This is an optimization exercise on Yosys and OpenROAD, whose aim is small area, a short achievable clock period and few clock cycles, not a production implementation.
The RTL was checked by simulation tests, not by an equivalence proof against the original design.

## MDU
module MDU(
  input         clock,
                reset,
                io_in_valid,
  input  [63:0] io_in_bits_src1,
                io_in_bits_src2,
  input  [6:0]  io_in_bits_func,
  output        io_out_valid,
  output [63:0] io_out_bits
);
==> flow/config.mk <==
export PLATFORM = sky130hd
export DESIGN_NAME = MDU
export DESIGN_NICKNAME = MDU
export VERILOG_FILES = /design/flow/design.v
export SDC_FILE = /design/flow/constraint.sdc
export NUM_CORES = 4
export LEC_CHECK = 0
export ABC_CLOCK_PERIOD_IN_PS = 4000
export CAP_MARGIN = 20
export CORE_MARGIN = 2
export CORE_UTILIZATION = 40
export SLEW_MARGIN = 20
==> flow/constraint.sdc <==
create_clock -name core_clock -period 13.0 [get_ports {clock}]
set_input_delay 2.6000 -clock core_clock [delete_from_list [all_inputs] [get_ports {clock}]]
set_output_delay 2.6000 -clock core_clock [all_outputs]
set_load 0.01 [all_outputs]
standard.sh (not shown) runs the stock make flow with config.mk's settings and CLKGATE_MAP_FILE= SYNTH_SCRIPT=/design/flow/synth_recipe.tcl, a recipe that flattens the netlist after the stock synthesis.
==> flow/flow/run.sh <==
#!/bin/bash
set -euo pipefail
bash standard.sh SETUP_SLACK_MARGIN=8 finish > standard_flow.log 2>&1
Testbench counts at the start, summed over its fixed seeds: cycles 15,629.
Edit:
--- a/flow/design.v
+++ b/flow/design.v
@@ -785,20 +785,20 @@
   wire [6:0]  wA     = width64(A[63:0] ^ {64{nA}});
   wire [6:0]  p_wa   = wB + {6'd0, nB};
   wire [6:0]  p_wb   = wA;
   wire [7:0]  p_d    = {1'b0, p_wa} - {1'b0, p_wb};
   wire        p_bz   = ~(|A[63:0]);
   wire        p_q0   = p_d[7];
+  wire [63:0] p_rema = fword ? sext32(B) : B;
   wire [65:0] it_sum = S + ({1'b0, A} ^ {66{~S[65]}}) + {65'd0, ~S[65]};
   wire        it_q1  = ~it_sum[65];
   wire [63:0] it_q   = {B[62:0], it_q1};
   wire [63:0] fa_p   = (fsel ? B : S[63:0]) ^ {64{finv}};
   wire [63:0] fa_q   = fmq ? C[63:0] : 64'd0;
   wire        fa_c   = fmq ? cy : finv;
   wire [63:0] fa_sum = fa_p + fa_q + {63'd0, fa_c};
-  wire [63:0] c_res = st[ITER] ? it_q : st[PREP] ? (frem ? B : {64{p_bz}}) : fa_sum;
   always @(posedge clock) begin
     if (reset) begin
       st   <= 8'd1 << IDLE;
       vld  <= 1'b0;
       fsel <= 1'b0;
       finv <= 1'b0;
@@ -866,16 +866,12 @@
         fsel <= fsel;
         finv <= finv;
       end
     end
   end
   always @(posedge clock) begin
-    S <= {2'b0, fa_sum};
-    C <= {2'b0, fword ? sext32(c_res) : c_res};
-    B <= Bnext;
-    {bneg, btwo, bone} <= booth4(B[15:7]);
     if (st[IDLE]) begin
       cnt   <= 7'd0;
       cy    <= 1'b0;
       S     <= {in_div & ~(in_sgn & in_b_div[63]), 65'd0};
       C     <= 66'd0;
       fword <= in_w;
@@ -908,30 +904,33 @@
       end else begin
         S  <= so[65:0];
         C  <= co[65:0];
       end
       if (~fhigh)
         A <= {1'b0, A[55:0], 8'd0};
+      B   <= Bnext;
+      {bneg, btwo, bone} <= booth4(B[15:7]);
       fres <= (nA ^ nB) & (|A[63:0]) & (|B);
       cnt <= cnt + 7'd1;
     end
+    if (st[MFIN] | st[DFIN]) C <= {2'b0, fword ? sext32(fa_sum) : fa_sum};
     if (st[DFIN]) S <= it_sum;   
     if (st[MFAST]) C <= {2'b0, {64{fres}}};
     if (st[PREP]) begin
       aneg <= p_aneg;
       qneg <= p_aneg ^ p_bneg;
       cnt  <= p_d[6:0];
+      S    <= {2'b0, fa_sum};
       A    <= {1'b0, it_sum[63:0]};
       B    <= 64'd0;
+      C    <= {2'b0, frem ? p_rema : {64{p_bz}}};
     end
-    if (st[ALIGN]) begin
-      A <= A << cnt;
-      B <= 64'd0;
-    end
+    if (st[ALIGN]) A <= A << cnt;
     if (st[ITER]) begin
       S <= it_sum;
       B <= it_q;
       if (cnt != 7'd0) A <= A >> 1;
+      C   <= {2'b0, fword ? sext32(it_q) : it_q};
       cnt <= cnt - 7'd1;
     end
   end
 endmodule
After rerunning: First-iteration DRC count climbs by about 20%; global-route usage drops by 4.0 points; utilization climbs by 0.43 points; sequential share of layout area climbs by 3.1 points; worst setup slack gets better by 0.017 ns; die area climbs by 3.1%; routed wire length drops by about 5.4%; final cell count stays flat; synthesized area climbs by 3.1%; design area climbs by 4.2%; synthesized cell count drops by 1.6%.
Testbench counts after the change, summed over its fixed seeds: cycles 15,629.

---

job 101:
MDU, a different RTL version from the one above (not shown whole).
For scale: roughly 6300 cells after synthesis, about 300 flip-flops, about 200 I/O pins, roughly 47000 um^2 of cells after synthesis.
==> flow/design.v (excerpt) <==
module MDU(
  input         clock,
                reset,
                io_in_valid,
  input  [63:0] io_in_bits_src1,
                io_in_bits_src2,
  input  [6:0]  io_in_bits_func,
  output        io_out_valid,
  output [63:0] io_out_bits
);
  localparam IDLE = 0, MUL = 1, MFIN = 2, PREP = 3, ALIGN = 4, ITER = 5, DFIN = 6,
             MFAST = 7;
  reg  [7:0]  st;
  reg         vld;
  reg  [64:0] A;
  reg  [63:0] B;
  reg  [65:0] S, C;
  reg  [6:0]  cnt;
  reg         cy;       
  reg         fhigh;    
  reg         fword;    
  reg         fsign;    
  reg         frem;     
  reg  [3:0]  bone, btwo, bneg;   
  reg         msa;      
  reg         msb;      
  reg         fsel;     
  reg         finv;     
  reg         fmq;      
  reg         nA, nB;   
  reg         fres;     
  reg         aneg;     
  reg         qneg;     
  assign io_out_valid = vld;
  assign io_out_bits  = C[63:0];
  function automatic [63:0] sext32(input [63:0] x);
  ...
export LEC_CHECK = 0
export ABC_CLOCK_PERIOD_IN_PS = 4000
export CAP_MARGIN = 20
export CORE_MARGIN = 2
export CORE_UTILIZATION = 40
export SLEW_MARGIN = 20
create_clock -name core_clock -period 13.0 [get_ports {clock}]
Scripts as last shown in full above: flow/flow/run.sh
Testbench counts of job 101, summed over its fixed seeds: cycles 15,713.
Changes in job 102 relative to job 101:
diff --git a/flow/design.v b/flow/design.v
--- a/flow/design.v
+++ b/flow/design.v
@@ -779,32 +779,32 @@
   wire        mlast  = fhigh ? ninth : ((&B[63:7]) | ~(|B[63:7]));
   wire        bfill  = fhigh ? (msb & B[63]) : B[63];
   wire [63:0] Bnext  = {{8{bfill}}, B[63:8]};
   wire        p_aneg = nB;
   wire        p_bneg = nA;
   wire [6:0]  wB     = width64(B ^ {64{nB}});
   wire [6:0]  wA     = width64(A[63:0] ^ {64{nA}});
   wire [6:0]  p_wa   = wB + {6'd0, nB};
   wire [6:0]  p_wb   = wA;
   wire [7:0]  p_d    = {1'b0, p_wa} - {1'b0, p_wb};
   wire        p_bz   = ~(|A[63:0]);
   wire        p_q0   = p_d[7];
+  wire [63:0] p_rema = fword ? sext32(B) : B;
   wire [65:0] it_sum = S + ({1'b0, A} ^ {66{~S[65]}}) + {65'd0, ~S[65]};
   wire        it_q1  = ~it_sum[65];
   wire [63:0] it_q   = {B[62:0], it_q1};
   wire [63:0] fa_p   = (fsel ? B : S[63:0]) ^ {64{finv}};
   wire [63:0] fa_q   = fmq ? C[63:0] : 64'd0;
   wire        fa_c   = fmq ? cy : finv;
   wire [63:0] fa_sum = fa_p + fa_q + {63'd0, fa_c};
-  wire [63:0] c_res = st[ITER] ? it_q : st[PREP] ? (frem ? B : {64{p_bz}}) : fa_sum;
   always @(posedge clock) begin
     if (reset) begin
       st   <= 8'd1 << IDLE;
       vld  <= 1'b0;
       fsel <= 1'b0;
       finv <= 1'b0;
       fmq  <= 1'b0;
     end else begin
       vld  <= 1'b0;
       fsel <= 1'b0;
       finv <= 1'b0;
       fmq  <= 1'b0;
@@ -828,25 +828,27 @@
           fmq      <= 1'b1;
         end else
           st[MUL] <= 1'b1;
       end
       if (st[MFIN] | st[MFAST]) begin
         vld      <= 1'b1;
         st[IDLE] <= 1'b1;
       end
       if (st[PREP]) begin
         if (p_bz | p_q0) begin
           vld      <= 1'b1;
           st[IDLE] <= 1'b1;
-        end else
+        end else if (p_d[6:0] == 7'd0)
+          st[ITER] <= 1'b1;
+        else
           st[ALIGN] <= 1'b1;
       end
       if (st[ALIGN]) st[ITER] <= 1'b1;
       if (st[ITER]) begin
         if (cnt == 7'd0) begin
           if (frem | qneg) begin
             st[DFIN] <= 1'b1;
             fsel     <= ~frem;
             finv     <= frem ? aneg : qneg;
           end else begin
             vld      <= 1'b1;
             st[IDLE] <= 1'b1;
@@ -859,25 +861,25 @@
           st[DFIN] <= 1'b1;   
         else begin
           vld      <= 1'b1;
           st[IDLE] <= 1'b1;
         end
         fsel <= fsel;
         finv <= finv;
       end
     end
   end
   always @(posedge clock) begin
     S <= {2'b0, fa_sum};
-    C <= {2'b0, fword ? sext32(c_res) : c_res};
+    C <= {2'b0, fword ? sext32(fa_sum) : fa_sum};
     B <= Bnext;
     {bneg, btwo, bone} <= booth4(B[15:7]);
     if (st[IDLE]) begin
       cnt   <= 7'd0;
       cy    <= 1'b0;
       S     <= {in_div & ~(in_sgn & in_b_div[63]), 65'd0};
       C     <= 66'd0;
       fword <= in_w;
       fsign <= in_sgn;
       frem  <= f[1];
       fhigh <= ~in_w & (f[1] | f[0]);
       msa   <= f[1] ^ f[0];
@@ -911,25 +913,27 @@
         A <= {1'b0, A[55:0], 8'd0};
       fres <= (nA ^ nB) & (|A[63:0]) & (|B);
       cnt <= cnt + 7'd1;
     end
     if (st[DFIN]) S <= it_sum;   
     if (st[MFAST]) C <= {2'b0, {64{fres}}};
     if (st[PREP]) begin
       aneg <= p_aneg;
       qneg <= p_aneg ^ p_bneg;
       cnt  <= p_d[6:0];
       A    <= {1'b0, it_sum[63:0]};
       B    <= 64'd0;
+      C    <= {2'b0, frem ? p_rema : {64{p_bz}}};
     end
     if (st[ALIGN]) begin
       A <= A << cnt;
       B <= 64'd0;
     end
     if (st[ITER]) begin
       S <= it_sum;
       B <= it_q;
       if (cnt != 7'd0) A <= A >> 1;
+      C   <= {2'b0, fword ? sext32(it_q) : it_q};
       cnt <= cnt - 7'd1;
     end
   end
 endmodule
Findings:
- In the flow results for job 102 and job 101, the final worst-path setup slack is larger on job 101.
- [compare] base=job 101 new=job 102: pin count of the biggest net entering global routing up 69%; area after synthesis held steady.
- Re multi-input combinational area share: job 101 was higher than job 102.
- Quantity of gates resized following cts in job 102 vs job 101: up 48
- A standard cell with the maximum stage delay on the critical path of sky130_fd_sc_hd__nor3b_1 is what job 102 shows, while sky130_fd_sc_hd__dfxtp_2 belongs to job 101.
Testbench counts of job 102, summed over its fixed seeds: cycles 15,629.

[what the ideal ports hide]
How much do the figures lean on ideal ports? The routed layouts below were timed once more, with nothing changed but the port constraints. Step 1 assumes that a clkbuf_16 drives the clock port and a buf_2 every other input. Step 2 adds t to the input delays and takes it off the output delays; t is the mean of the earliest and latest rising clock arrival at the registers after step 1. Input paths then give back, and output paths get back, about the clock's delay inside the block. a / b / c = ideal ports / drivers / drivers and shift; a / b = the first two.
| run | shift t [ns] | slack for setup (ns) | worst register clock-pin slew, ns |
|---|---|---|---|
| the first run of note 1 | 0.734 | 7.959 / 7.959 / 7.321 | 0.07 / 0.07 |
| the second run of note 1 | 0.734 | 7.976 / 7.992 / 7.283 | 0.08 / 0.08 |
| job 101 | 0.686 | 8.011 / 8.011 / 7.398 | 0.08 / 0.08 |
| job 102 | 0.686 | 7.913 / 7.913 / 7.469 | 0.07 / 0.07 |
After both steps setup and hold are still met in every run listed. The setup slack of the second run of note 1, which loses most, moves by +0.016 ns with the drivers and by -0.693 ns with both steps.
